This is an optimization exercise on Yosys and OpenROAD, whose aim is small area, not a production implementation. Function was checked by simulation only, so behaviour that the tests miss may differ from the original. Power is estimated from default activity; no workload was simulated.

--- flow/config.mk ---
export PLATFORM = sky130hd
export DESIGN_NAME = uart
export DESIGN_NICKNAME = uart
export VERILOG_FILES = /design/flow/design.v
export SDC_FILE = /design/flow/constraint.sdc
export NUM_CORES = 4
export LEC_CHECK = 0
export CAP_MARGIN = 20
export CORE_MARGIN = 2
export CORE_UTILIZATION = 65
export PLACE_DENSITY = 0.8
export SLEW_MARGIN = 20
--- flow/constraint.sdc ---
create_clock -name core_clock -period 10.0 [get_ports {clk_i}]
set_input_delay 2.0000 -clock core_clock [delete_from_list [all_inputs] [get_ports {clk_i}]]
set_output_delay 2.0000 -clock core_clock [all_outputs]
set_load 0.01 [all_outputs]
--- flow/design.v ---
module updown_count #(
    parameter W = 5
) (
    input  logic         clk,
    input  logic         rst,
    input  logic         inc,
    input  logic         dec,
    output logic [W-1:0] count
);
  logic up, dn;
  logic [W-1:0] all1, all0;
  assign up = inc && !dec;
  assign dn = dec && !inc;
  always_comb begin
    all1[0] = 1'b1;
    all0[0] = 1'b1;
    for (int i = 1; i < W; i++) begin
      all1[i] = all1[i-1] & count[i-1];
      all0[i] = all0[i-1] & !count[i-1];
    end
  end
  always_ff @(posedge clk) begin
    if (rst) count <= '0;
    else count <= count ^ ((all1 & {W{up}}) | (all0 & {W{dn}}));
  end
endmodule
module shift_fifo #(
    parameter DEPTH = 16,
    parameter EXTRA = 1
) (
    input  logic                        clk,
    input  logic                        rst,
    input  logic                        wr_en,   
    input  logic                        rd_en,   
    input  logic [7:0]                  wdata,
    output logic [8*(DEPTH+EXTRA)-1:0]  mem,
    output logic [$clog2(DEPTH+1)-1:0]  count
);
  always_ff @(posedge clk) begin
    if (wr_en) mem <= {mem[8*(DEPTH+EXTRA)-9:0], wdata};
  end
  updown_count #(
      .W($clog2(DEPTH + 1))
  ) counter (
      .clk  (clk),
      .rst  (rst),
      .inc  (wr_en),
      .dec  (rd_en),
      .count(count)
  );
endmodule
module uart_tx (
    input  logic        clk_i,
    input  logic        rst_ni,
    input  logic [15:0] baud_div_i,
    input  logic        tx_we_i,    
    input  logic        tx_en_i,
    input  logic [ 7:0] din_i,
    output logic        empty_o,
    output logic        full_o,
    output logic        tx_bit_o
);
  function automatic logic [7:0] mux16(input logic [127:0] m, input logic [3:0] s);
    logic [63:0] l1;
    logic [31:0] l2;
    logic [15:0] l3;
    for (int i = 0; i < 8; i++) l1[8*i+:8] = s[0] ? m[16*i+8+:8] : m[16*i+:8];
    for (int i = 0; i < 4; i++) l2[8*i+:8] = s[1] ? l1[16*i+8+:8] : l1[16*i+:8];
    for (int i = 0; i < 2; i++) l3[8*i+:8] = s[2] ? l2[16*i+8+:8] : l2[16*i+:8];
    mux16 = s[3] ? l3[15:8] : l3[7:0];
  endfunction
  localparam logic [3:0] P_STOP = 4'b0000, P_IDLE = 4'b0001, P_START = 4'b0111;
  logic [  3:0] phase;
  logic [ 15:0] baud_counter;
  logic [127:0] mem;
  logic [  7:0] tx_shift;
  logic [  4:0] count;
  logic         tick, go, pop, push;
  logic [ 16:0] bc_inc;
  logic [  7:0] head;
  assign empty_o = (count == 5'd0);
  assign full_o  = count[4];
  logic [16:0] carry;
  always_comb begin
    carry[0] = 1'b1;
    for (int i = 0; i < 16; i++) begin
      bc_inc[i]  = baud_counter[i] ^ carry[i];
      carry[i+1] = baud_counter[i] & carry[i];
    end
    bc_inc[16] = carry[16];
  end
  assign tick   = (bc_inc == {1'b0, baud_div_i});
  assign go     = tx_en_i && !empty_o;
  assign pop    = go && (phase == P_IDLE || (phase == P_STOP && tick));
  assign push   = tx_we_i && !full_o;
  shift_fifo #(
      .DEPTH(16),
      .EXTRA(0)
  ) tx_buffer (
      .clk  (clk_i),
      .rst  (!rst_ni),
      .wr_en(push),
      .rd_en(pop),
      .wdata(din_i),
      .mem  (mem),
      .count(count)
  );
  assign head = mux16({mem[119:0], mem[127:120]}, count[3:0]);
  always_ff @(posedge clk_i) begin
    if (pop) tx_shift <= head;
    else if (phase[3] && tick) tx_shift <= {1'b0, tx_shift[7:1]};
  end
  always_comb begin
    if (phase[3]) tx_bit_o = tx_shift[0];
    else tx_bit_o = (phase != P_START);
  end
  always_ff @(posedge clk_i or negedge rst_ni) begin
    if (!rst_ni) begin
      phase <= P_IDLE;
    end else begin
      if (phase == P_IDLE) begin
        if (go) phase <= P_START;
      end else if (tick) begin
        if (phase == P_STOP) phase <= go ? P_START : P_IDLE;
        else phase <= phase ^ {&phase[2:0], &phase[1:0], phase[0], 1'b1};
      end
    end
  end
  always_ff @(posedge clk_i) begin
    if (phase == P_IDLE || tick) baud_counter <= '0;
    else baud_counter <= bc_inc[15:0];
  end
endmodule
module uart_rx (
    input  logic        clk_i,
    input  logic        rst_ni,
    input  logic [15:0] baud_div_i,
    input  logic        rx_re_i,    
    input  logic        rx_en_i,
    input  logic        rx_bit_i,
    output logic [ 7:0] dout_o,     
    output logic        full_o,
    output logic        empty_o
);
  function automatic logic [7:0] mux16(input logic [127:0] m, input logic [3:0] s);
    logic [63:0] l1;
    logic [31:0] l2;
    logic [15:0] l3;
    for (int i = 0; i < 8; i++) l1[8*i+:8] = s[0] ? m[16*i+8+:8] : m[16*i+:8];
    for (int i = 0; i < 4; i++) l2[8*i+:8] = s[1] ? l1[16*i+8+:8] : l1[16*i+:8];
    for (int i = 0; i < 2; i++) l3[8*i+:8] = s[2] ? l2[16*i+8+:8] : l2[16*i+:8];
    mux16 = s[3] ? l3[15:8] : l3[7:0];
  endfunction
  localparam logic [3:0] P_STOP = 4'b0000, P_IDLE = 4'b0001, P_START = 4'b0111;
  logic [  3:0] phase;
  logic [ 15:0] baud_counter;
  logic         mid_tick, end_tick, start, wr, shift_en;
  logic [15:0] bc_inc;
  logic [16:0] carry;
  always_comb begin
    carry[0] = 1'b1;
    for (int i = 0; i < 16; i++) begin
      bc_inc[i]  = baud_counter[i] ^ carry[i];
      carry[i+1] = baud_counter[i] & carry[i];
    end
  end
  assign mid_tick = (baud_counter == {1'b0, baud_div_i[15:1]});
  assign end_tick = (baud_counter == baud_div_i);
  logic [127:0] mem;
  logic [  4:0] q;
  logic         free0;
  assign full_o  = q[4] && !free0;
  assign empty_o = (q == {4'b0, free0});
  assign start   = (phase == P_IDLE) && rx_en_i && !rx_bit_i && !full_o;
  assign wr      = (phase == P_STOP) && end_tick && !full_o;
  assign shift_en = (start && !free0) || (wr && !free0);
  always_ff @(posedge clk_i) begin
    if (phase[3] && mid_tick) mem[7:0] <= {rx_bit_i, mem[7:1]};
  end
  always_ff @(posedge clk_i) begin
    if (shift_en) mem[127:8] <= mem[119:0];
  end
  always_ff @(posedge clk_i) begin
    if (!rst_ni) free0 <= 1'b0;
    else if (start) free0 <= 1'b1;
    else if (wr) free0 <= 1'b0;
  end
  updown_count #(
      .W(5)
  ) counter (
      .clk  (clk_i),
      .rst  (!rst_ni),
      .inc  (shift_en),
      .dec  (rx_re_i),
      .count(q)
  );
  assign dout_o = mux16(mem, q[3:0]);
  always_ff @(posedge clk_i or negedge rst_ni) begin
    if (!rst_ni) begin
      phase <= P_IDLE;
    end else begin
      if (phase == P_IDLE) begin
        if (start) phase <= P_START;
      end else if (mid_tick) begin
        if (phase == P_START) phase <= rx_bit_i ? P_IDLE : 4'b1000;
        else if (phase == P_STOP) begin
          if (rx_bit_i) phase <= P_IDLE;
        end else phase <= phase ^ {&phase[2:0], &phase[1:0], phase[0], 1'b1};
      end
    end
  end
  always_ff @(posedge clk_i) begin
    if (phase == P_IDLE || end_tick) baud_counter <= '0;
    else baud_counter <= bc_inc;
  end
endmodule
module uart #(
    parameter DATA_WIDTH = 8,
    parameter FIFO_DEPTH = 16
) (
    input  logic        clk_i,
    input  logic        rst_ni,
    input  logic        stb_i,
    input  logic [ 1:0] adr_i,
    input  logic [ 3:0] byte_sel_i,
    input  logic        we_i,
    input  logic [31:0] dat_i,
    output logic [31:0] dat_o,
    input  logic        uart_rx_i,
    output logic        uart_tx_o
);
  logic [15:0] baud_div_reg;
  logic        tx_en_reg, rx_en_reg;
  logic        tx_full, tx_empty, rx_full, rx_empty;
  logic [ 7:0] rx_byte;
  logic [ 1:0] rd_adr;   
  logic [ 3:0] status_q;   
  uart_tx uart_tx_inst (
      .clk_i     (clk_i),
      .rst_ni    (rst_ni),
      .baud_div_i(baud_div_reg),
      .tx_we_i   (stb_i && we_i && adr_i == 2'd3),
      .tx_en_i   (tx_en_reg),
      .din_i     (dat_i[7:0]),
      .empty_o   (tx_empty),
      .full_o    (tx_full),
      .tx_bit_o  (uart_tx_o)
  );
  uart_rx uart_rx_inst (
      .clk_i     (clk_i),
      .rst_ni    (rst_ni),
      .baud_div_i(baud_div_reg),
      .rx_re_i   (stb_i && !we_i && adr_i == 2'd3 && !rx_empty),
      .rx_en_i   (rx_en_reg),
      .rx_bit_i  (uart_rx_i),
      .dout_o    (rx_byte),
      .full_o    (rx_full),
      .empty_o   (rx_empty)
  );
  always_ff @(posedge clk_i) begin
    if (!rst_ni) begin
      baud_div_reg <= 16'd0;
      tx_en_reg    <= 1'b0;
      rx_en_reg    <= 1'b0;
    end else if (stb_i && we_i) begin
      if (adr_i == 2'd0 && (byte_sel_i[0] || byte_sel_i[1])) baud_div_reg <= dat_i[15:0];
      if (adr_i == 2'd1 && byte_sel_i[0]) begin
        tx_en_reg <= dat_i[0];
        rx_en_reg <= dat_i[1];
      end
    end
  end
  always_ff @(posedge clk_i) begin
    rd_adr   <= adr_i;
    status_q <= {rx_empty, rx_full, tx_empty, tx_full};
  end
  always_comb begin
    dat_o = '0;
    unique case (rd_adr)
      2'd0: dat_o[15:0] = baud_div_reg;
      2'd1: dat_o[1:0] = {rx_en_reg, tx_en_reg};
      2'd2: dat_o[3:0] = status_q;
      2'd3: if (!status_q[3]) dat_o[7:0] = rx_byte;
    endcase
  end
endmodule
--- flow/flow/run.sh ---
#!/bin/bash
# Standard layout with two changes: clock tree without dummy loads, and
# port buffers of the smallest buffer cell.
set -euo pipefail
export CTS_ARGS="-sink_clustering_enable -repair_clock_nets -dont_use_dummy_load -buf_list sky130_fd_sc_hd__clkbuf_4 sky130_fd_sc_hd__clkbuf_8 -sink_clustering_size 16 -sink_clustering_max_diameter 30"
export BUFFER_PORTS_ARGS="-buffer_cell sky130_fd_sc_hd__buf_1"
bash standard.sh > standard.log 2>&1
--- flow/standard.sh ---
#!/bin/bash
# synth_recipe.tcl (not shown) runs the flow's synth.tcl, then flattens the netlist and writes it again
# the make line also repeats each setting of config.mk as NAME=value (left out here)
make -C /OpenROAD-flow-scripts/flow DESIGN_CONFIG=/design/flow/config.mk WORK_HOME=/design/flow/orfs CLKGATE_MAP_FILE= SYNTH_SCRIPT=/design/flow/synth_recipe.tcl "${@:-finish}"
==> results of run 1 <==
## worst max-delay path by stage
stage | from | endpoint | slack (ps)
floorplan | uart_rx_i | uart_rx_inst.counter.count[4]$_SDFF_PN0_ | 320
global placement | uart_tx_inst.baud_counter[0]$_SDFF_PP0_ | uart_tx_inst.tx_shift[7]$_SDFFCE_PP0P_ | 4250
detailed placement | uart_tx_inst.baud_counter[0]$_SDFF_PP0_ | uart_tx_inst.tx_shift[4]$_DFFE_PP_ | 4150
## power groups by stage
stage	combinational, uW	sequential, uW	clock [uW]
after global placement	503	1850	0
after detailed placement	536	1870	0
after floorplan	437	1840	0
## cells by family after synthesis
logic type	Yosys count
flip-flops	339
adder cells (fa/ha/maj)	41
XOR/XNOR	56
multiplexers	98
AO/OA/AOI/OAI	72
other	1
buffers and inverters	76
AND/OR/NAND/NOR	170
## per-stage QoR
stage | area, sq um | worst slack (ps) | utilization | hold slack (ps)
3_3_place_gp | 14500 | 4250 | 0.683 | 399
3_5_place_dp | 14500 | 4150 | 0.683 | 411
2_1_floorplan | 14200 | 316 | - | 367
## synth_stat cells (10+ instances only)
cell / number / share of area
inv_1: 17 / 0.0045
and2_1: 33 / 0.015
buf_4: 16 / 0.0085
nor2_1: 26 / 0.0069
dfxtp_1: 67 / 0.095
clkbuf_1: 29 / 0.0077
edfxtp_1: 264 / 0.56
nor2b_1: 26 / 0.011
a21oi_1: 13 / 0.0046
xor2_1: 17 / 0.011
mux4_2: 65 / 0.10
and3_1: 10 / 0.0044
nand2_1: 22 / 0.0058
mux2i_1: 25 / 0.018
ha_1: 41 / 0.036
a22o_1: 14 / 0.0087
o21ai_0: 13 / 0.0046
xnor2_1: 38 / 0.024
==> flow_summary.ini, run 1 <==
[outcome]
status = stopped before the end
haltStage = 4_1_cts
tool.error = [ERROR STA-0564] clock_tree_synthesis positional arguments not supported.

[synth]
syn_area_sq_mm = 0.0141
synth-simple-area-share = 0.0686
synth-xor-area-share = 0.0352
synthFlopType = edfxtp_1
syn-instance-count = 853
synthAdderAreaFrac = 0.0363
synth_mux_area_frac = 0.128
ys_types = 56
synth_edf_count = 264
yosysSeqAreaShare = 0.669
synth.ff_latch_count = 339
synth_warnings = 5
async_flop_share = 0.0236
syn_avg_cell_area_sq_um = 16.6
synth_compound_area_frac = 0.0370
synth_top_family_by_area = multiplexers

[die]
io-pin-count = 76
die_h_um = 152
num_rows = 53
die_width_um = 152
start_util = 0.667

[placement]
place.port_buffers = 41
hpwl_um = 16800
post-place-cells = 1136
gp_congestion = 0.893
==> run 2, diff against run 1 <==
==> flow/flow/run.sh (replaced) <==
#!/bin/bash
# Standard layout with two changes: clock tree without dummy loads, and
# port buffers of the smallest buffer cell.
set -euo pipefail
export CTS_ARGS="-sink_clustering_enable -repair_clock_nets -dont_use_dummy_load -buf_list {sky130_fd_sc_hd__clkbuf_4 sky130_fd_sc_hd__clkbuf_8} -sink_clustering_size 16 -sink_clustering_max_diameter 30"
export BUFFER_PORTS_ARGS="-buffer_cell sky130_fd_sc_hd__buf_1"
bash standard.sh > standard.log 2>&1
==> flow_summary.ini, run 2 <==
[final_layout]
areaGrowthSynthToFinish_pct = 7.79
final_nets = 1001
stdcell_area_sq_mm = 0.0152
largest_registers = uart_rx_inst.mem (128), uart_tx_inst.tx_buffer.mem (128)
mostFrequentLayoutCells = 264 x edfxtp_1, 65 x mux4_2, 65 x dfxtp_1
stdcell_count = 1190
diodes = 0
drive_gt1_frac = 0.174
final_common_cell = edfxtp_1

[critical_path]
worstReg2RegStart = uart_tx_inst.baud_counter[0]$_SDFF_PP0_
critPathBufInv = 2
cp-end-kind = primary output
startpoint_type = register
cp_cell_sequence = buf_4 -> mux4_2 -> a22o_1 -> a221oi_1 -> o22ai_1 -> buf_1
crit_required_ps = 8000
cp_top_family = compound AO/OA/AOI/OAI gates
worstReg2RegEnd = uart_tx_inst.tx_buffer.counter.count[3]$_SDFF_PN0_
r2r_setup_slack_ps = 4480
cp_slowest_cell = dfxtp_2
critPathMaxFanout = 22
cp_slowest_stage_delay_ps = 760
reg2regPathDepth = 25
critPathArrivalTime_ps = 3540
path_class = reg -> out

[die]
core_sq_mm = 0.0212
num_rows = 53
io-pin-count = 76
start_util = 0.667
die_h_um = 152
die_width_um = 152
dieArea_sq_mm = 0.0230

[timing]
worst_slew_pin_slew_ps = 895
rsz0062_at_grt = no
clock_skew_ps = 72.5
period_minus_slack_ps = 5540
hold_violations = 0
setup_viol = 0
setup_tns_ps = 0
max_freq_mhz = 181
finalCritPeriodShare = 0.554
slew_viol_final = 0
max_slew_margin = 0.402

[power]
pwr-share-comb = 0.161
seqPwrFrac = 0.556
p_per_area_mw_per_mm2 = 217
pwr-share-clk = 0.283
cellLeakagePower_uw = 0.00530
sw_frac_of_total = 0.265
switching_power_uw = 878
p_int_uw = 2440
vdd_drop_max_mv = 0.159

[clock_tree]
cts_tree = yes
clockBufferDepth = 3
cts_buffers = 54
h-tree-depth = 2
cts.root.buffer_cell = clkbuf_8
post_cts_buffers = 0
clock_sinks = 339
clkSlewWorstSetupHoldPaths_ps = 60
cts_hold_buf = 0
post_cts_resized = 0
clkLatencyLatePin_ps = 580

[synth]
synth_common_cells = 264 x edfxtp_1, 67 x dfxtp_1, 65 x mux4_2
synth_warnings = 5
synth_area_leaders = edfxtp_1 56%, mux4_2 10%, dfxtp_1 9.5%
synth.ff_latch_count = 339
syn_avg_cell_area_sq_um = 16.6
synthFlopType = edfxtp_1
syn_area_sq_mm = 0.0141
synth_edf_count = 264
async_flop_share = 0.0236
yosysSeqAreaShare = 0.669
yosysTopAreaCell = edfxtp_1
syn-instance-count = 853
ys_types = 56
yosys.area.top_type_share = 0.560
post-synth-top-count-cell = edfxtp_1

[global_route]
grt_util_all_layers = 0.239
grt_pass1_vias = 7843
grt_pass1_wl_um = 41900
grt_remaining_overflow = 0
grt_max_degree = 97
antenna_found_initial = 0

[hold_path]
min_path_type = reg -> reg
hold_start = uart_tx_inst.tx_buffer.mem[98]$_DFFE_PP_
whs_path_depth = 0
worstHoldEndpoint = uart_tx_inst.tx_buffer.mem[106]$_DFFE_PP_

[routing]
wire_per_inst_um = 22.1
vias = 7505
first_pass_iters = 5
ant_nets = 0
drcViolationCount = 0
routed_via_density = 6.31
drt_iter0_markers = 758
wirelength_um = 26300

[placement]
hpwl_um = 16800
gp_congestion = 0.893
post-place-cells = 1136
place_area_sq_mm = 0.0145
place.port_buffers = 41

[job]
cap_violations = 0

[outcome]
status = finished clean
-- run 2: cell counts after synthesis --
Identical to the previous run, type by type.
-- run 2: stage by stage --
step	hold WS, ps	setup slack [ps]	power (uW)	utilization
global placement	399	4250	2350	0.683
detailed placement	411	4150	2410	0.683
floorplan	367	316	2280	-
global route	393	4110	3470	0.719
finish	377	4460	3320	0.719
CTS	371	4170	3340	0.718
-- run 2: power by group through the flow --
stage	Combinational (uW)	Clock [uW]	Sequential (uW)
floorplan	437	0	1840
detailed placement	536	0	1870
finish	534	937	1840
global route	595	1020	1860
CTS	538	961	1840
global placement	503	0	1850
-- run 2: logic make-up (layout without fill, tap and decap cells) --
logic type	after synthesis	count (layout)	share of synthesized area
AOI/OAI and AO/OA	72	72	0.0370
buffers and inverters	76	123	0.0256
xor gates and xnor gates	56	56	0.0352
and+or+nand+nor	170	170	0.0686
adders and majority gates	41	41	0.0363
muxes	98	98	0.128
DFF	339	339	0.669
other	1	16	0.000265
-- run 2: how the worst max path moves through the flow --
| stage | startpoint | end | cells past startpoint |
|---|---|---|---|
| 6_report | uart_rx_inst.counter.count[0]$_SDFF_PN0_ | dat_o[2] | 6 |
| 3_5_place_dp | uart_tx_inst.baud_counter[0]$_SDFF_PP0_ | uart_tx_inst.tx_shift[4]$_DFFE_PP_ | 20 |
| 3_3_place_gp | uart_tx_inst.baud_counter[0]$_SDFF_PP0_ | uart_tx_inst.tx_shift[7]$_SDFFCE_PP0P_ | 20 |
| 5_1_grt | uart_tx_inst.baud_counter[0]$_SDFF_PP0_ | uart_tx_inst.tx_buffer.counter.count[3]$_SDFF_PN0_ | 25 |
| 2_1_floorplan | uart_rx_i | uart_rx_inst.counter.count[4]$_SDFF_PN0_ | 8 |
| 4_1_cts | uart_tx_inst.baud_counter[0]$_SDFF_PP0_ | uart_tx_inst.tx_shift[3]$_DFFE_PP_ | 21 |
-- run 2: layout make-up --
cell class	count	area, sq um
flip-flops and latches	339	9470
fillers	1304	5970
multi-input cells	453	4390
clock buffers	54	743
well taps	275	344
repair buffers	50	225
inverters	19	73.8
-- run 2: worst reg2reg max path, stage by stage, from the launching register on --
cell and delay (ps):
dfxtp_1 330, ha_1 210, ha_1 180, ha_1 180
ha_1 180, ha_1 180, ha_1 190, ha_1 180
ha_1 190, ha_1 190, ha_1 190, ha_1 180
ha_1 180, ha_1 180, ha_1 180, ha_1 290
xnor2_1 140, nand4_1 80, or3_1 350, nor4_1 410
a21oi_2 290, ha_1 310, nand4_1 130, o21ai_0 140
xnor2_1 160, and2_1 160
-- run 2: routing by layer --
layer	part of all wire	GRT usage	vias up
met5	0	0	-
met4	0.014	0.0685	0
met3	0.074	0.0524	40
met2	0.48	0.374	285
met1	0.43	0.345	3826
li1	-	-	3354
==> run 3, diff against run 2 <==
==> flow/flow/run.sh (replaced) <==
#!/bin/bash
# Standard layout with two changes: clock tree without dummy loads, and
# port buffers of the smallest buffer cell.
set -euo pipefail
export CTS_ARGS="-sink_clustering_enable -repair_clock_nets -dont_use_dummy_load -buf_list sky130_fd_sc_hd__clkbuf_8 -sink_clustering_size 20 -sink_clustering_max_diameter 60"
export SKIP_REPAIR_TIE_FANOUT=1
export BUFFER_PORTS_ARGS="-buffer_cell sky130_fd_sc_hd__buf_1"
bash standard.sh > standard.log 2>&1
==> flow_summary.ini, run 3 <==
[outcome]
status = finished clean

[power]
pwr-share-comb = 0.186
sw_frac_of_total = 0.272
p_int_uw = 2180
cellLeakagePower_uw = 0.00503
p_per_area_mw_per_mm2 = 202
power_uw = 2990
seqPwrFrac = 0.610
vdd_drop_max_mv = 0.165
pwr-share-clk = 0.204
switching_power_uw = 814

[synth]
async_flop_share = 0.0236
synth.ff_latch_count = 339
synth_edf_count = 264
yosysSeqAreaShare = 0.669
syn_avg_cell_area_sq_um = 16.6
synth_area_leaders = edfxtp_1 56%, mux4_2 10%, dfxtp_1 9.5%
yosys.area.top_type_share = 0.560
synthFlopType = edfxtp_1
post-synth-top-count-cell = edfxtp_1
synth_warnings = 5
ys_types = 56
synth_common_cells = 264 x edfxtp_1, 67 x dfxtp_1, 65 x mux4_2
syn_area_sq_mm = 0.0141
syn-instance-count = 853
yosysTopAreaCell = edfxtp_1

[critical_path]
crit_required_ps = 10190
cp_common_cell = ha_1
cp_slowest_cell = or4_2
cp_slowest_stage_delay_ps = 720
cp-end-kind = register
critPathMaxFanout = 8
critPathArrivalTime_ps = 5760
path_class = reg -> reg
startpoint_type = register
cp.depth = 20
cp_top_family = adder cells
critPathBufInv = 0
cp_cell_sequence = ha_1 -> ha_1 -> ha_1 -> ha_1 -> ha_1 -> ha_1 -> ha_1 -> ha_1 -> ha_1 -> ha_1 -> ha_1 -> ha_1 -> ha_1 -> ha_1 -> ha_1 -> xnor2_1 -> nand4_1 -> or3_1 -> or4_2 -> o21ai_1
reg2regPathDepth = 20

[placement]
gp_congestion = 0.965
place.port_buffers = 41
hpwl_um = 17100
post-place-cells = 1121
place_area_sq_mm = 0.0144

[timing]
max_slew_margin = 0.446
clock_skew_ps = 88.0
max_freq_mhz = 180
period_minus_slack_ps = 5570
setup_viol = 0
rsz0062_at_grt = no
slew_viol_final = 0
setup_tns_ps = 0
hold_violations = 0
worst_slew_pin_slew_ps = 829
finalCritPeriodShare = 0.557

[hold_path]
min_path_type = reg -> reg
whs_path_depth = 0

[clock_tree]
clockBufferDepth = 3
clkLatencyLatePin_ps = 590
clkSlewWorstSetupHoldPaths_ps = 110
cts_hold_buf = 0
clock_sinks = 339
cts_tree = yes
post_cts_buffers = 0
cts_buffers = 24
cts.root.buffer_cell = clkbuf_8
h-tree-depth = 1
post_cts_resized = 0

[final_layout]
mostFrequentLayoutCells = 264 x edfxtp_1, 65 x mux4_2, 65 x dfxtp_1
stdcell_area_sq_mm = 0.0148
largest_registers = uart_rx_inst.mem (128), uart_tx_inst.tx_buffer.mem (128)
areaGrowthSynthToFinish_pct = 4.51
final_common_cell = edfxtp_1
stdcell_count = 1147
final_nets = 956
drive_gt1_frac = 0.148

[global_route]
grt_remaining_overflow = 0
grt_pass1_vias = 7555
grt_max_degree = 97
grt_pass1_wl_um = 41400
grt_util_all_layers = 0.236
antenna_found_initial = 2

[die]
die_h_um = 152
num_rows = 53
dieArea_sq_mm = 0.0230
start_util = 0.667
core_sq_mm = 0.0212
io-pin-count = 76
die_width_um = 152

[routing]
wl_met2_um = 13000
first_pass_iters = 5
routed_via_density = 6.42
drt-met1-wl_um = 11000
wirelength_um = 26100
wire_per_inst_um = 22.7
wl_met3_um = 1350
vias = 7367
drt_iter0_markers = 671
routed.top_layer = met4
drcViolationCount = 0
ant_nets = 0

[job]
cap_violations = 0
==> run 3: cell families after synthesis <==
kind of cell    Yosys count  synth area share
compound gates           72            0.0370
xor+xnor                 56            0.0352
fa+ha+maj                41            0.0363
buf+inv                  76            0.0256
flops                   339             0.669
mux                      98             0.128
other cells               1          0.000265
simple gates            170            0.0686
==> run 3: final timing paths <==
check,start,to,slack (ps)
min,uart_tx_inst.tx_buffer.mem[47]$_DFFE_PP_,uart_tx_inst.tx_buffer.mem[55]$_DFFE_PP_,400
min reg2reg,uart_tx_inst.tx_buffer.mem[47]$_DFFE_PP_,uart_tx_inst.tx_buffer.mem[55]$_DFFE_PP_,400
max,uart_tx_inst.baud_counter[0]$_SDFF_PP0_,uart_tx_inst.tx_shift[6]$_DFFE_PP_,4430
max reg2reg,uart_tx_inst.baud_counter[0]$_SDFF_PP0_,uart_tx_inst.tx_shift[6]$_DFFE_PP_,4430
max in group asynchronous,rst_ni,uart_rx_inst.phase[0]$_DFFE_PN1P_,8260
min in group asynchronous,rst_ni,uart_rx_inst.phase[3]$_DFFE_PN0P_,1400
==> run 3: routing by layer <==
layer  up-vias  global-route usage
li1       3299                   -
met1      3784               0.334
met2       237               0.388
met3        47              0.0374
met4         0              0.0708
met5         -                   0
==> run 3: power by group through the flow <==
stage	logic [uW]	clock network (uW)	registers (uW)
after floorplan	437	0	1840
after global placement	518	0	1830
after detailed placement	555	0	1850
after CTS	557	632	1820
after global routing	613	677	1840
final	555	611	1820
==> run 3: per-stage QoR <==
| stage | util | worst slack (ps) | hold slack, ps |
|---|---|---|---|
| floorplan | - | 316 | 367 |
| global placement | 0.681 | 4280 | 387 |
| detailed placement | 0.681 | 4160 | 386 |
| CTS | 0.696 | 4110 | 408 |
| global route | 0.697 | 4090 | 415 |
| finish | 0.697 | 4430 | 395 |
==> run 3: area by class of cell <==
cell class | instances | area (sq um)
flip-flops and latches | 339 | 9470
multi-input cells | 438 | 4330
inverters | 19 | 73.8
diodes | 2 | 5.00
well taps | 275 | 344
fillers | 1389 | 6430
repair buffers | 50 | 225
clock buffers | 24 | 330
==> run 4, diff against run 3 <==
==> flow/flow/run.sh (replaced) <==
#!/bin/bash
# Standard layout with two changes: clock tree without dummy loads, and
# port buffers of the smallest buffer cell.
set -euo pipefail
export CTS_ARGS="-sink_clustering_enable -repair_clock_nets -dont_use_dummy_load -buf_list sky130_fd_sc_hd__clkbuf_16 -sink_clustering_size 30 -sink_clustering_max_diameter 60"
export SKIP_REPAIR_TIE_FANOUT=1
export BUFFER_PORTS_ARGS="-buffer_cell sky130_fd_sc_hd__buf_1"
bash standard.sh > standard.log 2>&1
==> flow_summary.ini, run 4 <==
[outcome]
status = finished clean

[critical_path]
cp_common_cell = ha_1
worstReg2RegEnd = uart_tx_inst.tx_buffer.counter.count[4]$_SDFF_PN0_
crit_end = uart_tx_inst.tx_buffer.counter.count[4]$_SDFF_PN0_
cp.depth = 27
critPathLaunch = uart_tx_inst.baud_counter[0]$_SDFF_PP0_
reg2regPathDepth = 27
crit_required_ps = 10420
worstReg2RegStart = uart_tx_inst.baud_counter[0]$_SDFF_PP0_
critPathArrivalTime_ps = 6040
path_class = reg -> reg
startpoint_type = register
r2r_setup_slack_ps = 4380
critPathMaxFanout = 11
cp_top_family = adder cells
cp_slowest_cell = nor4_1
cp_slowest_stage_delay_ps = 500
critPathBufInv = 1
cp-end-kind = register

[hold_path]
min_path_type = reg -> reg

[global_route]
grt_pass1_wl_um = 42100
grt_util_all_layers = 0.240
grt_remaining_overflow = 0
antenna_found_initial = 1
grt_max_degree = 97
grt_pass1_vias = 7617

[routing]
ant_nets = 0
wirelength_um = 26400
wire_per_inst_um = 23.1
routed_via_density = 6.50
vias = 7447
drt_iter0_markers = 646
drcViolationCount = 0
first_pass_iters = 5

[synth]
synth_common_cells = 264 x edfxtp_1, 67 x dfxtp_1, 65 x mux4_2
synth_edf_count = 264
syn_avg_cell_area_sq_um = 16.6
syn-instance-count = 853
async_flop_share = 0.0236
ys_types = 56
synth_warnings = 5
post-synth-top-count-cell = edfxtp_1
synth.ff_latch_count = 339
yosys.area.top_type_share = 0.560
yosysTopAreaCell = edfxtp_1
synthFlopType = edfxtp_1
yosysSeqAreaShare = 0.669
synth_area_leaders = edfxtp_1 56%, mux4_2 10%, dfxtp_1 9.5%
syn_area_sq_mm = 0.0141

[die]
core_sq_mm = 0.0212
num_rows = 53
dieArea_sq_mm = 0.0230
io-pin-count = 76
die_h_um = 152
die_width_um = 152
start_util = 0.667

[final_layout]
final_common_cell = edfxtp_1
mostFrequentLayoutCells = 264 x edfxtp_1, 65 x mux4_2, 65 x dfxtp_1
areaGrowthSynthToFinish_pct = 6.40
multi_input_area_sq_mm = 0.00433
fill_cells = 1357
largest_registers = uart_rx_inst.mem (128), uart_tx_inst.tx_buffer.mem (128)
drive_gt1_frac = 0.148
final_nets = 956
area.sequential_sq_mm = 0.00947

[clock_tree]
post_cts_buffers = 0
clockBufferDepth = 3
post_cts_resized = 0
cts_buffers = 24
clkSlewWorstSetupHoldPaths_ps = 80
cts_hold_buf = 0
cts.root.buffer_cell = clkbuf_16
cts_tree = yes
h-tree-depth = 1
clkLatencyLatePin_ps = 530
clock_sinks = 339

[timing]
finalCritPeriodShare = 0.562
setup_viol = 0
max_freq_mhz = 178
worst_slew_pin_slew_ps = 821
hold_violations = 0
clock_skew_ps = 57.9
period_minus_slack_ps = 5620
slew_viol_final = 0
hold_ws_ps = 406
rsz0062_at_grt = no
max_slew_margin = 0.453
setup_tns_ps = 0

[placement]
hpwl_um = 17100
place.port_buffers = 41
gp_congestion = 0.965

[power]
p_per_area_mw_per_mm2 = 215
vdd_drop_max_mv = 0.174
cellLeakagePower_uw = 0.00516

[job]
cap_violations = 0
run 4: logic make-up after synthesis:
kind of cell | synth area share
AND/OR/NAND/NOR | 0.0686
multiplexers | 0.128
other | 0.000265
adder cells (fa/ha/maj) | 0.0363
flip-flops | 0.669
AO/OA/AOI/OAI | 0.0370
buffers and inverters | 0.0256
XOR/XNOR | 0.0352
run 4: cell type report:
| cell class | instances | area share |
|---|---|---|
| Multi-Input combinational cell | 438 | 0.288 |
| Inverter | 19 | 0.00490 |
| Sequential cell | 339 | 0.629 |
| Timing Repair Buffer | 50 | 0.0150 |
| Antenna cell | 1 | 0.000166 |
| Clock buffer | 24 | 0.0399 |
| Tap cell | 275 | 0.0229 |
run 4: per-stage QoR:
stage               area [sq um]  setup WS, ps  total power, uW   util  std cells
detailed placement         14400          4160             2410  0.681       1121
global route               15100          4000             3370  0.709       1146
global placement           14400          4280             2350  0.681       1121
finish                     15100          4380             3230  0.709       1146
floorplan                  14100           316             2280      -        853
CTS                        15000          4100             3250  0.709       1145
run 4: per-layer routing:
metal  track usage  vias to the layer above  routed length (um)
li1              -                     3294                   -
met1         0.334                     3819               10900
met4        0.0718                        0                 810
met2         0.399                      275               13300
met3        0.0374                       59                1420
met5             0                        -                   0
run 4: worst register-to-register path: cells and delay by family (launching register included):
| family | cells | cell delay, ps |
|---|---|---|
| buffers and inverters | 1 | 110 |
| and+or+nand+nor | 7 | 1430 |
| xor gates and xnor gates | 2 | 260 |
| AOI/OAI and AO/OA | 1 | 310 |
| DFF | 1 | 340 |
| adders and majority gates | 16 | 3030 |
run 4: worst min-delay path by stage:
stage	slack [ps]	depth (start not counted)	to	start
final	410	0	status_q[0]$_DFF_P_	uart_tx_inst.tx_buffer.counter.count[4]$_SDFF_PN0_
after global routing	410	0	status_q[0]$_DFF_P_	uart_tx_inst.tx_buffer.counter.count[4]$_SDFF_PN0_
after CTS	410	0	status_q[0]$_DFF_P_	uart_tx_inst.tx_buffer.counter.count[4]$_SDFF_PN0_
after detailed placement	390	0	status_q[0]$_DFF_P_	uart_tx_inst.tx_buffer.counter.count[4]$_SDFF_PN0_
after global placement	390	0	status_q[0]$_DFF_P_	uart_tx_inst.tx_buffer.counter.count[4]$_SDFF_PN0_
after floorplan	370	0	status_q[0]$_DFF_P_	uart_tx_inst.tx_buffer.counter.count[4]$_SDFF_PN0_
run 4: power by group:
part           total [uW]  internal [uW]  leakage, uW  switching [uW]
Sequential           1830           1730      0.00305            93.5
Combinational         557            230      0.00181             327
Clock                 848            423     0.000296             424
==> run 5, diff against run 4 <==
==> flow/flow/run.sh (replaced) <==
#!/bin/bash
# Standard layout with two changes: clock tree without dummy loads, and
# port buffers of the smallest buffer cell.
set -euo pipefail
export CTS_ARGS="-sink_clustering_enable -repair_clock_nets -dont_use_dummy_load -buf_list {sky130_fd_sc_hd__clkbuf_8 sky130_fd_sc_hd__clkbuf_16} -sink_clustering_size 20 -sink_clustering_max_diameter 60"
export SKIP_REPAIR_TIE_FANOUT=1
export BUFFER_PORTS_ARGS="-buffer_cell sky130_fd_sc_hd__buf_1"
bash standard.sh > standard.log 2>&1
==> flow_summary.ini, run 5 <==
[outcome]
status = finished clean

[synth]
post-synth-top-count-cell = edfxtp_1
yosys.area.top_type_share = 0.560
async_flop_share = 0.0236
yosysSeqAreaShare = 0.669
synth.ff_latch_count = 339
syn_area_sq_mm = 0.0141
ys_types = 56
synth_edf_count = 264
yosysTopAreaCell = edfxtp_1
synthFlopType = edfxtp_1
syn_avg_cell_area_sq_um = 16.6
synth_common_cells = 264 x edfxtp_1, 67 x dfxtp_1, 65 x mux4_2
synth_area_leaders = edfxtp_1 56%, mux4_2 10%, dfxtp_1 9.5%
synth_warnings = 5
syn-instance-count = 853

[final_layout]
drive_gt1_frac = 0.148
largest_registers = uart_rx_inst.mem (128), uart_tx_inst.tx_buffer.mem (128)
fill_cells = 1355
final_util = 0.709
final_nets = 956
mostFrequentLayoutCells = 264 x edfxtp_1, 65 x mux4_2, 65 x dfxtp_1
areaGrowthSynthToFinish_pct = 6.42
stdcell_area_sq_mm = 0.0151
final_common_cell = edfxtp_1

[critical_path]
critPathBufInv = 1
cp_common_cell = ha_1
critPathMaxFanout = 11
cp-end-kind = register
path_class = reg -> reg
cp.depth = 27
reg2regPathDepth = 27
cp_top_family = adder cells
cp_slowest_cell = nor4_1
cp_slowest_stage_delay_ps = 490
startpoint_type = register
critPathArrivalTime_ps = 6050
crit_required_ps = 10420
r2r_setup_slack_ps = 4380

[die]
num_rows = 53
dieArea_sq_mm = 0.0230
io-pin-count = 76
core_sq_mm = 0.0212
die_width_um = 152
die_h_um = 152
start_util = 0.667

[clock_tree]
clockBufferDepth = 3
post_cts_buffers = 0
h-tree-depth = 1
clkLatencyLatePin_ps = 540
cts_hold_buf = 0
cts_tree = yes
cts_buffers = 24
post_cts_resized = 0
clkSlewWorstSetupHoldPaths_ps = 70
clock_sinks = 339
cts.root.buffer_cell = clkbuf_16

[routing]
routed_via_density = 6.46
vias = 7406
ant_nets = 0
wire_per_inst_um = 23.0
first_pass_iters = 5
drt_iter0_markers = 664
drcViolationCount = 0
wirelength_um = 26400

[timing]
clock_skew_ps = 60.4
setup_viol = 0
worst_slew_pin_slew_ps = 855
setup_tns_ps = 0
finalCritPeriodShare = 0.562
max_slew_margin = 0.429
period_minus_slack_ps = 5620
slew_viol_final = 0
hold_violations = 0
rsz0062_at_grt = no
max_freq_mhz = 178

[global_route]
grt_pass1_wl_um = 42000
antenna_found_initial = 2
grt_pass1_vias = 7577
grt_remaining_overflow = 0
grt_max_degree = 97
grt_util_all_layers = 0.238

[placement]
place_area_sq_mm = 0.0144
hpwl_um = 17100
gp_congestion = 0.965
place.port_buffers = 41

[power]
cellLeakagePower_uw = 0.00516
p_per_area_mw_per_mm2 = 215
vdd_drop_max_mv = 0.223

[hold_path]
min_path_type = reg -> reg
whs_path_depth = 0

[job]
cap_violations = 0
==> run 5: cell count changes in the layout (fill, tap and decap cells not counted), sizes merged <==
| cell | delta |
|---|---|
| diode | +1 |
==> run 5: final cells by class <==
type                       instances  area [sq um]  area share
sequential                       339          9470       0.629
multi-input combinational        438          4330       0.288
clock buffer                      24           601      0.0399
tap                              275           344      0.0229
timing repair buffer              50           225      0.0150
inverter                          19          73.8     0.00490
antenna                            2          5.00    0.000332
==> run 5: final timing paths <==
path | from | to
max | uart_tx_inst.baud_counter[0]$_SDFF_PP0_ | uart_tx_inst.tx_buffer.counter.count[4]$_SDFF_PN0_
min | uart_tx_inst.tx_buffer.mem[47]$_DFFE_PP_ | uart_tx_inst.tx_buffer.mem[55]$_DFFE_PP_
max reg2reg | uart_tx_inst.baud_counter[0]$_SDFF_PP0_ | uart_tx_inst.tx_buffer.counter.count[4]$_SDFF_PN0_
min reg2reg | uart_tx_inst.tx_buffer.mem[47]$_DFFE_PP_ | uart_tx_inst.tx_buffer.mem[55]$_DFFE_PP_
max in group asynchronous | rst_ni | uart_tx_inst.phase[0]$_DFFE_PN1P_
min in group asynchronous | rst_ni | uart_rx_inst.phase[3]$_DFFE_PN0P_
==> run 5: routing by layer <==
layer,track usage,up-vias,share of wire
met4,0.0630,0,0.026
li1,-,3298,-
met3,0.0398,56,0.052
met5,0,-,0
met1,0.337,3801,0.42
met2,0.393,251,0.50
==> run 5: through the flow <==
step / total power (uW) / setup slack [ps] / hold WS (ps) / cells
detailed placement: 2410 / 4160 / 386 / 1121
global route: 3370 / 3970 / 424 / 1146
CTS: 3250 / 4090 / 416 / 1145
floorplan: 2280 / 316 / 367 / 853
global placement: 2350 / 4280 / 387 / 1121
finish: 3230 / 4380 / 412 / 1147
==> run 5: cells by family (layout without fill, tap and decap cells) <==
logic type / after synthesis / after routing / share of synthesized area
DFF: 339 / 339 / 0.669
and+or+nand+nor: 170 / 170 / 0.0686
muxes: 98 / 98 / 0.128
buffers and inverters: 76 / 93 / 0.0256
AOI/OAI and AO/OA: 72 / 72 / 0.0370
xor gates and xnor gates: 56 / 56 / 0.0352
adders and majority gates: 41 / 41 / 0.0363
other: 1 / 3 / 0.000265
==> run 5: report_power, final <==
group          switching (uW)  total (uW)  internal [uW]
logic                     327         556            229
clock network             424         848            423
registers                94.1        1830           1730
==> run 6, diff against run 5 <==
==> flow/flow/run.sh (replaced) <==
#!/bin/bash
# Standard layout with two changes: clock tree without dummy loads, and
# port buffers of the smallest buffer cell.
set -euo pipefail
export CTS_ARGS="-sink_clustering_enable -repair_clock_nets -dont_use_dummy_load -buf_list sky130_fd_sc_hd__clkbuf_8 -sink_clustering_size 18 -sink_clustering_max_diameter 60"
export SKIP_REPAIR_TIE_FANOUT=1
export BUFFER_PORTS_ARGS="-buffer_cell sky130_fd_sc_hd__buf_1"
bash standard.sh > standard.log 2>&1
--- a/flow/config.mk
+++ b/flow/config.mk
@@ -7,6 +7,6 @@
 export LEC_CHECK = 0
 export CAP_MARGIN = 20
 export CORE_MARGIN = 2
-export CORE_UTILIZATION = 65
-export PLACE_DENSITY = 0.8
+export CORE_UTILIZATION = 75
+export PLACE_DENSITY = 0.85
 export SLEW_MARGIN = 20
==> flow_summary.ini, run 6 <==
[final_layout]
final_nets = 955
areaGrowthSynthToFinish_pct = 4.06
mostFrequentLayoutCells = 264 x edfxtp_1, 65 x mux4_2, 65 x dfxtp_1
largest_registers = uart_rx_inst.mem (128), uart_tx_inst.tx_buffer.mem (128)
drive_gt1_frac = 0.147
stdcell_count = 1103
final_common_cell = edfxtp_1
fill_cells = 987
diodes = 0
final_util = 0.792

[clock_tree]
post_cts_resized = 0
clkSlewWorstSetupHoldPaths_ps = 90
post_cts_buffers = 0
clkLatencyLatePin_ps = 580
cts_buffers = 24
cts_tree = yes
cts_hold_buf = 0
cts.root.buffer_cell = clkbuf_8
clock_sinks = 339
h-tree-depth = 1
clockBufferDepth = 3

[global_route]
grt_max_degree = 106
antenna_found_initial = 0
grt_remaining_overflow = 0
grt_pass1_vias = 7534
grt_pass1_wl_um = 41600
grt_util_all_layers = 0.274

[synth]
synth_common_cells = 264 x edfxtp_1, 67 x dfxtp_1, 65 x mux4_2
syn-instance-count = 853
synth_edf_count = 264
async_flop_share = 0.0236
yosysTopAreaCell = edfxtp_1
synth.ff_latch_count = 339
syn_avg_cell_area_sq_um = 16.6
synth_area_leaders = edfxtp_1 56%, mux4_2 10%, dfxtp_1 9.5%
synth_warnings = 5
yosysSeqAreaShare = 0.669
ys_types = 56
yosys.area.top_type_share = 0.560
synthFlopType = edfxtp_1
syn_area_sq_mm = 0.0141
post-synth-top-count-cell = edfxtp_1

[placement]
place.port_buffers = 41
post-place-cells = 1079
hpwl_um = 17900
gp_congestion = 0.904

[critical_path]
cp.depth = 20
cp_top_family = adder cells
cp_common_cell = ha_1
critPathArrivalTime_ps = 5900
critPathBufInv = 0
critPathLaunch = uart_tx_inst.baud_counter[0]$_SDFF_PP0_
cp_slowest_stage_delay_ps = 810
crit_end = uart_tx_inst.tx_shift[6]$_DFFE_PP_
cp_cell_sequence = ha_1 -> ha_1 -> ha_1 -> ha_1 -> ha_1 -> ha_1 -> ha_1 -> ha_1 -> ha_1 -> ha_1 -> ha_1 -> ha_1 -> ha_1 -> ha_1 -> ha_1 -> xnor2_1 -> nand4_1 -> or3_1 -> or4_2 -> o21ai_0
crit_required_ps = 10200
critPathMaxFanout = 8
reg2regPathDepth = 20
startpoint_type = register
worstReg2RegStart = uart_tx_inst.baud_counter[0]$_SDFF_PP0_
worstReg2RegEnd = uart_tx_inst.tx_shift[6]$_DFFE_PP_
cp-end-kind = register
cp_slowest_cell = o21ai_0
path_class = reg -> reg
r2r_setup_slack_ps = 4300

[power]
switching_power_uw = 814
seqPwrFrac = 0.611
vdd_drop_max_mv = 0.244
pwr-share-comb = 0.185
pwr-share-clk = 0.204
power_uw = 2990
sw_frac_of_total = 0.272
p_per_area_mw_per_mm2 = 203
p_int_uw = 2180
cellLeakagePower_uw = 0.00503

[routing]
first_pass_iters = 5
ant_nets = 0
wl_met2_um = 13800
wirelength_um = 26800
drt_iter0_markers = 681
drcViolationCount = 0
wl_met3_um = 1390
routed_via_density = 6.69
wire_per_inst_um = 24.3
vias = 7374
drt-met1-wl_um = 10800
routed.top_layer = met4

[die]
die_width_um = 141
die_h_um = 141
start_util = 0.761
core_sq_mm = 0.0186
num_rows = 50
dieArea_sq_mm = 0.0200
io-pin-count = 76

[timing]
hold_violations = 0
clock_skew_ps = 64.2
finalCritPeriodShare = 0.570
max_freq_mhz = 176
hold_ws_ps = 420
period_minus_slack_ps = 5700
worst_slew_pin_slew_ps = 992
setup_tns_ps = 0
setup_viol = 0
rsz0062_at_grt = no
slew_viol_final = 0
max_slew_margin = 0.332

[job]
cap_violations = 0

[outcome]
status = finished clean

[hold_path]
min_path_type = reg -> reg
==> run 6: cell counts after synthesis <==
No cell type changed its count.
==> run 6: cells by family (layout without fill, tap and decap cells) <==
group           after synthesis  count (layout)  share of synthesized area
flops                       339             339                      0.669
simple gates                170             170                     0.0686
xor+xnor                     56              56                     0.0352
buf+inv                      76              92                     0.0256
fa+ha+maj                    41              41                     0.0363
compound gates               72              72                     0.0370
mux                          98              98                      0.128
other cells                   1               1                   0.000265
==> run 6: power groups by stage <==
stage	Combinational [uW]	Clock (uW)	Sequential, uW
after floorplan	437	0	1840
after global routing	604	662	1840
after CTS	552	622	1830
after global placement	515	0	1830
final	553	609	1830
after detailed placement	552	0	1860
==> run 6: how the worst min path moves through the flow <==
stage	start	endpoint	slack [ps]	depth (start not counted)
after global placement	uart_tx_inst.tx_buffer.counter.count[4]$_SDFF_PN0_	status_q[0]$_DFF_P_	390	0
after detailed placement	uart_tx_inst.tx_buffer.counter.count[4]$_SDFF_PN0_	status_q[0]$_DFF_P_	410	0
final	uart_tx_inst.tx_buffer.mem[96]$_DFFE_PP_	uart_tx_inst.tx_buffer.mem[104]$_DFFE_PP_	420	0
after CTS	uart_tx_inst.tx_buffer.mem[96]$_DFFE_PP_	uart_tx_inst.tx_buffer.mem[104]$_DFFE_PP_	420	0
after global routing	uart_tx_inst.tx_buffer.mem[96]$_DFFE_PP_	uart_tx_inst.tx_buffer.mem[104]$_DFFE_PP_	440	0
after floorplan	uart_tx_inst.tx_buffer.counter.count[4]$_SDFF_PN0_	status_q[0]$_DFF_P_	370	0
==> run 6: per-stage QoR <==
step | setup slack (ps) | cell area, sq um
after floorplan | 316 | 14100
after global placement | 4380 | 14400
after detailed placement | 4250 | 14400
after CTS | 4260 | 14700
after global routing | 3970 | 14700
final | 4300 | 14700
==> run 6: area by class of cell <==
cell class | count | area, sq um | share of cell area
clock buffers | 24 | 330 | 0.0224
inverters | 19 | 73.8 | 0.00501
multi-input cells | 438 | 4330 | 0.294
flip-flops and latches | 339 | 9470 | 0.644
repair buffers | 49 | 218 | 0.0148
well taps | 234 | 293 | 0.0199
==> run 6: routing by layer <==
layer | vias up | track usage
met5 | - | 0
met4 | 0 | 0.0947
met3 | 54 | 0.0371
met2 | 264 | 0.464
met1 | 3775 | 0.376
li1 | 3281 | -
==> run 7, diff against run 6 <==
--- a/flow/config.mk
+++ b/flow/config.mk
@@ -7,6 +7,6 @@
 export LEC_CHECK = 0
 export CAP_MARGIN = 20
 export CORE_MARGIN = 2
-export CORE_UTILIZATION = 75
-export PLACE_DENSITY = 0.85
+export CORE_UTILIZATION = 85
+export PLACE_DENSITY = 0.92
 export SLEW_MARGIN = 20
==> flow_summary.ini, run 7 <==
[synth]
syn-instance-count = 853
syn_avg_cell_area_sq_um = 16.6
synth.ff_latch_count = 339
synth_area_leaders = edfxtp_1 56%, mux4_2 10%, dfxtp_1 9.5%
ys_types = 56
post-synth-top-count-cell = edfxtp_1
synthFlopType = edfxtp_1
synth_edf_count = 264
synth_common_cells = 264 x edfxtp_1, 67 x dfxtp_1, 65 x mux4_2
yosysTopAreaCell = edfxtp_1
synth_warnings = 5
async_flop_share = 0.0236
yosysSeqAreaShare = 0.669
yosys.area.top_type_share = 0.560
syn_area_sq_mm = 0.0141

[placement]
place.port_buffers = 41
hpwl_um = 23900
gp_congestion = 0.887

[outcome]
haltStage = 3_5_place_dp
status = stopped before the end
tool.error = [ERROR DPL-0033] detailed placement checks failed during check placement.

[die]
num_rows = 47
die_h_um = 133
die_width_um = 133
start_util = 0.862
io-pin-count = 76
[run 7: worst min-delay path by stage]
stage,startpoint,endpoint,depth (start not counted),slack [ps]
2_1_floorplan,uart_tx_inst.tx_buffer.counter.count[4]$_SDFF_PN0_,status_q[0]$_DFF_P_,0,370
3_3_place_gp,uart_tx_inst.tx_buffer.counter.count[4]$_SDFF_PN0_,status_q[0]$_DFF_P_,0,390
[run 7: power groups by stage]
stage / Sequential, uW / Combinational (uW) / Clock [uW]
after floorplan: 1840 / 437 / 0
after global placement: 1840 / 517 / 0
[run 7: cells by family after synthesis]
| kind of cell | count (synthesis) | synth area share |
|---|---|---|
| compound gates | 72 | 0.0370 |
| simple gates | 170 | 0.0686 |
| fa+ha+maj | 41 | 0.0363 |
| other cells | 1 | 0.000265 |
| xor+xnor | 56 | 0.0352 |
| flops | 339 | 0.669 |
| mux | 98 | 0.128 |
| buf+inv | 76 | 0.0256 |
[run 7: metrics by stage]
| stage | setup slack (ps) | hold slack (ps) |
|---|---|---|
| after global placement | 4300 | 387 |
| after floorplan | 316 | 367 |
==> run 8, diff against run 7 <==
--- a/flow/config.mk
+++ b/flow/config.mk
@@ -7,6 +7,6 @@
 export LEC_CHECK = 0
 export CAP_MARGIN = 20
 export CORE_MARGIN = 2
-export CORE_UTILIZATION = 85
-export PLACE_DENSITY = 0.92
+export CORE_UTILIZATION = 80
+export PLACE_DENSITY = 0.88
 export SLEW_MARGIN = 20
==> flow_summary.ini, run 8 <==
[outcome]
status = finished clean

[clock_tree]
cts.root.buffer_cell = clkbuf_8
cts_hold_buf = 0
clkLatencyLatePin_ps = 570
post_cts_resized = 0
clock_sinks = 339
cts_buffers = 23
h-tree-depth = 1
clkSlewWorstSetupHoldPaths_ps = 120
cts_tree = yes
post_cts_buffers = 0
clockBufferDepth = 3

[timing]
max_slew_margin = 0.453
max_freq_mhz = 174
hold_violations = 0
setup_ws_ps = 4250
finalCritPeriodShare = 0.575
rsz0062_at_grt = no
worst_slew_pin_slew_ps = 820
slew_viol_final = 0
period_minus_slack_ps = 5750
clock_skew_ps = 75.6
setup_tns_ps = 0
setup_viol = 0
hold_ws_ps = 405

[critical_path]
r2r_setup_slack_ps = 4250
critPathArrivalTime_ps = 5960
startpoint_type = register
crit_required_ps = 10210
crit_end = uart_tx_inst.tx_shift[5]$_DFFE_PP_
critPathBufInv = 0
critPathLaunch = uart_tx_inst.baud_counter[0]$_SDFF_PP0_
path_class = reg -> reg
cp-end-kind = register
cp_cell_sequence = ha_1 -> ha_1 -> ha_1 -> ha_1 -> ha_1 -> ha_1 -> ha_1 -> ha_1 -> ha_1 -> ha_1 -> ha_1 -> ha_1 -> ha_1 -> ha_1 -> ha_1 -> xnor2_1 -> nand4_1 -> or3_1 -> or4_2 -> o21ai_1
cp_slowest_stage_delay_ps = 730
reg2regPathDepth = 20
cp.depth = 20
cp_slowest_cell = or4_2
cp_top_family = adder cells
cp_common_cell = ha_1
worstReg2RegEnd = uart_tx_inst.tx_shift[5]$_DFFE_PP_
critPathMaxFanout = 8
worstReg2RegStart = uart_tx_inst.baud_counter[0]$_SDFF_PP0_

[final_layout]
areaGrowthSynthToFinish_pct = 3.91
final_common_cell = edfxtp_1
final_nets = 955
diodes = 0
drive_gt1_frac = 0.147
largest_registers = uart_rx_inst.mem (128), uart_tx_inst.tx_buffer.mem (128)
mostFrequentLayoutCells = 264 x edfxtp_1, 65 x mux4_2, 65 x dfxtp_1

[power]
switching_power_uw = 854
sw_frac_of_total = 0.282
p_int_uw = 2170
p_per_area_mw_per_mm2 = 206
pwr-share-clk = 0.200
cellLeakagePower_uw = 0.00502
seqPwrFrac = 0.609
power_uw = 3020
pwr-share-comb = 0.191
vdd_drop_max_mv = 0.199

[synth]
synth_common_cells = 264 x edfxtp_1, 67 x dfxtp_1, 65 x mux4_2
synth-xor-area-share = 0.0352
synthAdderAreaFrac = 0.0363
synth_edf_count = 264
synth_area_leaders = edfxtp_1 56%, mux4_2 10%, dfxtp_1 9.5%
syn_avg_cell_area_sq_um = 16.6
post-synth-top-count-cell = edfxtp_1
synth-simple-area-share = 0.0686
yosysTopAreaCell = edfxtp_1
syn-instance-count = 853
synth_compound_area_frac = 0.0370
yosysSeqAreaShare = 0.669
synth_mux_area_frac = 0.128
async_flop_share = 0.0236
yosys.area.top_type_share = 0.560
synthFlopType = edfxtp_1
ys_types = 56
synth_warnings = 5
syn_area_sq_mm = 0.0141
synth_top_family_by_area = multiplexers
synth.ff_latch_count = 339

[die]
num_rows = 48
io-pin-count = 76
die_h_um = 137
core_sq_mm = 0.0173
start_util = 0.818
dieArea_sq_mm = 0.0188
die_width_um = 137

[routing]
routed_via_density = 7.25
drt_iter0_markers = 1107
first_pass_iters = 6
wirelength_um = 30100
wire_per_inst_um = 27.5
ant_nets = 0
vias = 7927
drcViolationCount = 0

[global_route]
grt_pass1_wl_um = 46300
grt_pass1_vias = 7987
grt_max_degree = 67
grt_remaining_overflow = 0
grt_util_all_layers = 0.336
antenna_found_initial = 0

[job]
cap_violations = 0

[placement]
dp_slack_ps = 3960
place.port_buffers = 41
gp_congestion = 0.957
hpwl_um = 20800

[hold_path]
min_path_type = reg -> reg
[run 8: layer usage]
layer	part of all wire	vias up	GRT usage
li1	-	3282	-
met1	0.36	3924	0.455
met2	0.49	564	0.542
met3	0.087	157	0.0589
met4	0.066	0	0.161
met5	0	-	0
[run 8: layout make-up]
class,count,area (sq um)
Clock buffer,23,317
Sequential cell,339,9470
Multi-Input combinational cell,438,4330
Tap cell,225,282
Fill cell,730,2600
Inverter,19,73.8
Timing Repair Buffer,50,221
[run 8: how the worst min path moves through the flow]
| stage | startpoint | endpoint | slack (ps) | cells past startpoint |
|---|---|---|---|---|
| 2_1_floorplan | uart_tx_inst.tx_buffer.counter.count[4]$_SDFF_PN0_ | status_q[0]$_DFF_P_ | 370 | 0 |
| 3_3_place_gp | uart_tx_inst.tx_buffer.counter.count[4]$_SDFF_PN0_ | status_q[0]$_DFF_P_ | 400 | 0 |
| 3_5_place_dp | uart_tx_inst.tx_buffer.counter.count[4]$_SDFF_PN0_ | status_q[0]$_DFF_P_ | 430 | 0 |
| 4_1_cts | uart_rx_inst.mem[93]$_DFFE_PN_ | uart_rx_inst.mem[101]$_DFFE_PN_ | 410 | 0 |
| 5_1_grt | uart_rx_inst.mem[69]$_DFFE_PN_ | uart_rx_inst.mem[77]$_DFFE_PN_ | 410 | 0 |
| 6_report | uart_rx_inst.mem[93]$_DFFE_PN_ | uart_rx_inst.mem[101]$_DFFE_PN_ | 400 | 0 |
[run 8: power by group through the flow]
stage	sequential [uW]	combinational, uW	clock, uW
global route	1850	627	656
CTS	1840	570	607
detailed placement	1860	566	0
finish	1840	579	604
global placement	1830	517	0
floorplan	1840	437	0
[run 8: logic make-up after synthesis]
logic type,Yosys count
compound gates,72
xor+xnor,56
fa+ha+maj,41
buf+inv,76
flops,339
mux,98
other cells,1
simple gates,170
[run 8: worst reg2reg max path: stages, from the launching register on]
cell	delay, ps
dfxtp_1	370
ha_1	210
ha_1	200
ha_1	190
ha_1	190
ha_1	200
ha_1	190
ha_1	200
ha_1	210
ha_1	190
ha_1	190
ha_1	180
ha_1	190
ha_1	180
ha_1	180
ha_1	310
xnor2_1	170
nand4_1	90
or3_1	370
or4_2	730
o21ai_1	650
[run 8: metrics by stage]
step,std cells,instance area (sq um),utilization
CTS,1094,14700,0.850
detailed placement,1071,14400,0.831
global placement,1071,14400,0.831
floorplan,853,14100,-
finish,1094,14700,0.850
global route,1094,14700,0.850
==> run 9, diff against run 8 <==
==> flow/flow/run.sh (replaced) <==
#!/bin/bash
# Standard layout with two changes: clock tree without dummy loads, and
# port buffers of the smallest buffer cell.
set -euo pipefail
export CTS_ARGS="-sink_clustering_enable -repair_clock_nets -dont_use_dummy_load -buf_list sky130_fd_sc_hd__clkbuf_4 -sink_clustering_size 10 -sink_clustering_max_diameter 40"
export SKIP_REPAIR_TIE_FANOUT=1
export BUFFER_PORTS_ARGS="-buffer_cell sky130_fd_sc_hd__buf_1"
bash standard.sh > standard.log 2>&1
--- a/flow/config.mk
+++ b/flow/config.mk
@@ -7,6 +7,6 @@
 export LEC_CHECK = 0
 export CAP_MARGIN = 20
 export CORE_MARGIN = 2
-export CORE_UTILIZATION = 80
-export PLACE_DENSITY = 0.88
+export CORE_UTILIZATION = 75
+export PLACE_DENSITY = 0.85
 export SLEW_MARGIN = 20
==> flow_summary.ini, run 9 <==
[placement]
place_area_sq_mm = 0.0144
hpwl_um = 17900
post-place-cells = 1079
place.port_buffers = 41
gp_congestion = 0.904
dp_slack_ps = 4250

[routing]
drcViolationCount = 0
ant_nets = 0
wirelength_um = 26700
first_pass_iters = 5
vias = 7526
drt_iter0_markers = 653
wire_per_inst_um = 23.8
routed_via_density = 6.70

[synth]
synth.ff_latch_count = 339
syn-instance-count = 853
post-synth-top-count-cell = edfxtp_1
syn_area_sq_mm = 0.0141
yosysSeqAreaShare = 0.669
syn_avg_cell_area_sq_um = 16.6
yosys.area.top_type_share = 0.560
synthFlopType = edfxtp_1
ys_types = 56
synth_edf_count = 264
synth_area_leaders = edfxtp_1 56%, mux4_2 10%, dfxtp_1 9.5%
async_flop_share = 0.0236
synth_warnings = 5
synth_common_cells = 264 x edfxtp_1, 67 x dfxtp_1, 65 x mux4_2
yosysTopAreaCell = edfxtp_1

[clock_tree]
post_cts_buffers = 0
clockBufferDepth = 3
post_cts_resized = 0
cts_hold_buf = 0
h-tree-depth = 2
cts_tree = yes
clkLatencyLatePin_ps = 680
cts.root.buffer_cell = clkbuf_4
clkSlewWorstSetupHoldPaths_ps = 100
clock_sinks = 339
cts_buffers = 43

[global_route]
grt_remaining_overflow = 0
grt_pass1_vias = 7662
antenna_found_initial = 1
grt_max_degree = 106
grt_pass1_wl_um = 41400
grt_util_all_layers = 0.272

[power]
switching_power_uw = 826
sw_frac_of_total = 0.277
seqPwrFrac = 0.613
pwr-share-clk = 0.203
vdd_drop_max_mv = 0.250
power_uw = 2990
p_per_area_mw_per_mm2 = 203
cellLeakagePower_uw = 0.00505
p_int_uw = 2160
pwr-share-comb = 0.185

[final_layout]
areaGrowthSynthToFinish_pct = 4.02
final_nets = 974
stdcell_area_sq_mm = 0.0147
drive_gt1_frac = 0.166
mostFrequentLayoutCells = 264 x edfxtp_1, 65 x mux4_2, 65 x dfxtp_1
final_common_cell = edfxtp_1
fill_cells = 982
largest_registers = uart_rx_inst.mem (128), uart_tx_inst.tx_buffer.mem (128)
stdcell_count = 1123

[outcome]
status = finished clean

[timing]
rsz0062_at_grt = no
hold_violations = 0
setup_viol = 0
max_slew_margin = 0.331
period_minus_slack_ps = 5710
setup_ws_ps = 4290
worst_slew_pin_slew_ps = 993
clock_skew_ps = 90.6
slew_viol_final = 0
max_freq_mhz = 175
finalCritPeriodShare = 0.571
setup_tns_ps = 0

[critical_path]
cp_common_cell = ha_1
path_class = reg -> reg
critPathArrivalTime_ps = 5990
crit_required_ps = 10280
cp_top_family = adder cells
startpoint_type = register
critPathMaxFanout = 8
cp_slowest_cell = o21ai_0
cp-end-kind = register
cp_cell_sequence = ha_1 -> ha_1 -> ha_1 -> ha_1 -> ha_1 -> ha_1 -> ha_1 -> ha_1 -> ha_1 -> ha_1 -> ha_1 -> ha_1 -> ha_1 -> ha_1 -> ha_1 -> xnor2_1 -> nand4_1 -> or3_1 -> or4_2 -> o21ai_0
critPathBufInv = 0
cp_slowest_stage_delay_ps = 810

[die]
num_rows = 50
core_sq_mm = 0.0186
start_util = 0.761
die_h_um = 141
dieArea_sq_mm = 0.0200
io-pin-count = 76
die_width_um = 141

[job]
cap_violations = 0

[hold_path]
min_path_type = reg -> reg
## run 9: final cells by class
type | instances | area, sq um | share of cell area
Inverter | 19 | 73.8 | 0.00502
Tap cell | 234 | 293 | 0.0199
Antenna cell | 1 | 2.50 | 0.000170
Timing Repair Buffer | 49 | 218 | 0.0148
Clock buffer | 43 | 323 | 0.0219
Multi-Input combinational cell | 438 | 4330 | 0.294
Sequential cell | 339 | 9470 | 0.644
## run 9: cell families after synthesis
| group | synth area share |
|---|---|
| fa+ha+maj | 0.0363 |
| xor+xnor | 0.0352 |
| mux | 0.128 |
| simple gates | 0.0686 |
| compound gates | 0.0370 |
| buf+inv | 0.0256 |
| other cells | 0.000265 |
| flops | 0.669 |
## run 9: path summary, 6_finish.rpt
kind	startpoint	to	slack, ps	depth (start not counted)
worst max-delay path	uart_tx_inst.baud_counter[0]$_SDFF_PP0_	uart_tx_inst.tx_shift[6]$_DFFE_PP_	4290	20
worst min-delay path	uart_tx_inst.tx_buffer.mem[96]$_DFFE_PP_	uart_tx_inst.tx_buffer.mem[104]$_DFFE_PP_	430	0
worst max register to register	uart_tx_inst.baud_counter[0]$_SDFF_PP0_	uart_tx_inst.tx_shift[6]$_DFFE_PP_	4290	20
worst min register to register	uart_tx_inst.tx_buffer.mem[96]$_DFFE_PP_	uart_tx_inst.tx_buffer.mem[104]$_DFFE_PP_	430	0
max in group asynchronous	rst_ni	uart_rx_inst.phase[0]$_DFFE_PN1P_	8290	2
min in group asynchronous	rst_ni	uart_tx_inst.phase[3]$_DFFE_PN0P_	1330	2
## run 9: metrics by stage
stage,utilization,hold WS (ps)
after floorplan,-,367
after global placement,0.774,387
after detailed placement,0.774,407
after CTS,0.792,431
after global routing,0.792,444
final,0.792,428
## run 9: power by group through the flow
stage	registers, uW	clock network [uW]	logic, uW
finish	1830	605	551
global route	1840	670	605
CTS	1830	621	552
detailed placement	1860	0	552
global placement	1830	0	515
floorplan	1840	0	437
## run 9: per-layer routing
metal | wire length, um | vias up | track usage
met5 | 0 | - | 0
met4 | 741 | 0 | 0.0942
met3 | 1550 | 57 | 0.0479
met2 | 13600 | 272 | 0.451
met1 | 10800 | 3862 | 0.374
li1 | - | 3335 | -

==> port drivers added, routing unchanged <==
How much do the figures lean on ideal ports? The routed layouts below were timed once more, with nothing changed but the port constraints. Step 1 (the two cells are an assumption about what drives the block):
set clk [get_ports {clk_i}]
set_driving_cell -lib_cell sky130_fd_sc_hd__clkbuf_16 $clk
set_driving_cell -lib_cell sky130_fd_sc_hd__buf_2 [delete_from_list [all_inputs] $clk]
Step 2 moves the port delays by t, midway between the first and last clock arrival at a register: inputs arrive t later, outputs are due t later. That takes back most of the time a late clock gives input paths. Three values: ideal, step 1, step 2; two values: the first two.
run | t, ns | setup WS [ns] | worst register clock-pin slew, ns | worst slew at a driven data input, ns
run 2 | 0.593 | 4.460 / 4.414 / 4.483 | 0.08 / 0.08 | 0.04
run 3 | 0.598 | 4.430 / 4.430 / 4.430 | 0.12 / 0.12 | 0.08
run 4 | 0.554 | 4.382 / 4.382 / 4.382 | 0.09 / 0.09 | 0.08
run 5 | 0.555 | 4.376 / 4.376 / 4.376 | 0.08 / 0.08 | 0.08
run 6 | 0.598 | 4.304 / 4.304 / 4.304 | 0.11 / 0.11 | 0.06
run 8 | 0.576 | 4.249 / 4.249 / 4.249 | 0.12 / 0.12 | 0.06
run 9 | 0.676 | 4.289 / 4.289 / 4.289 | 0.12 / 0.12 | 0.07
After both steps every run listed still meets setup and hold.
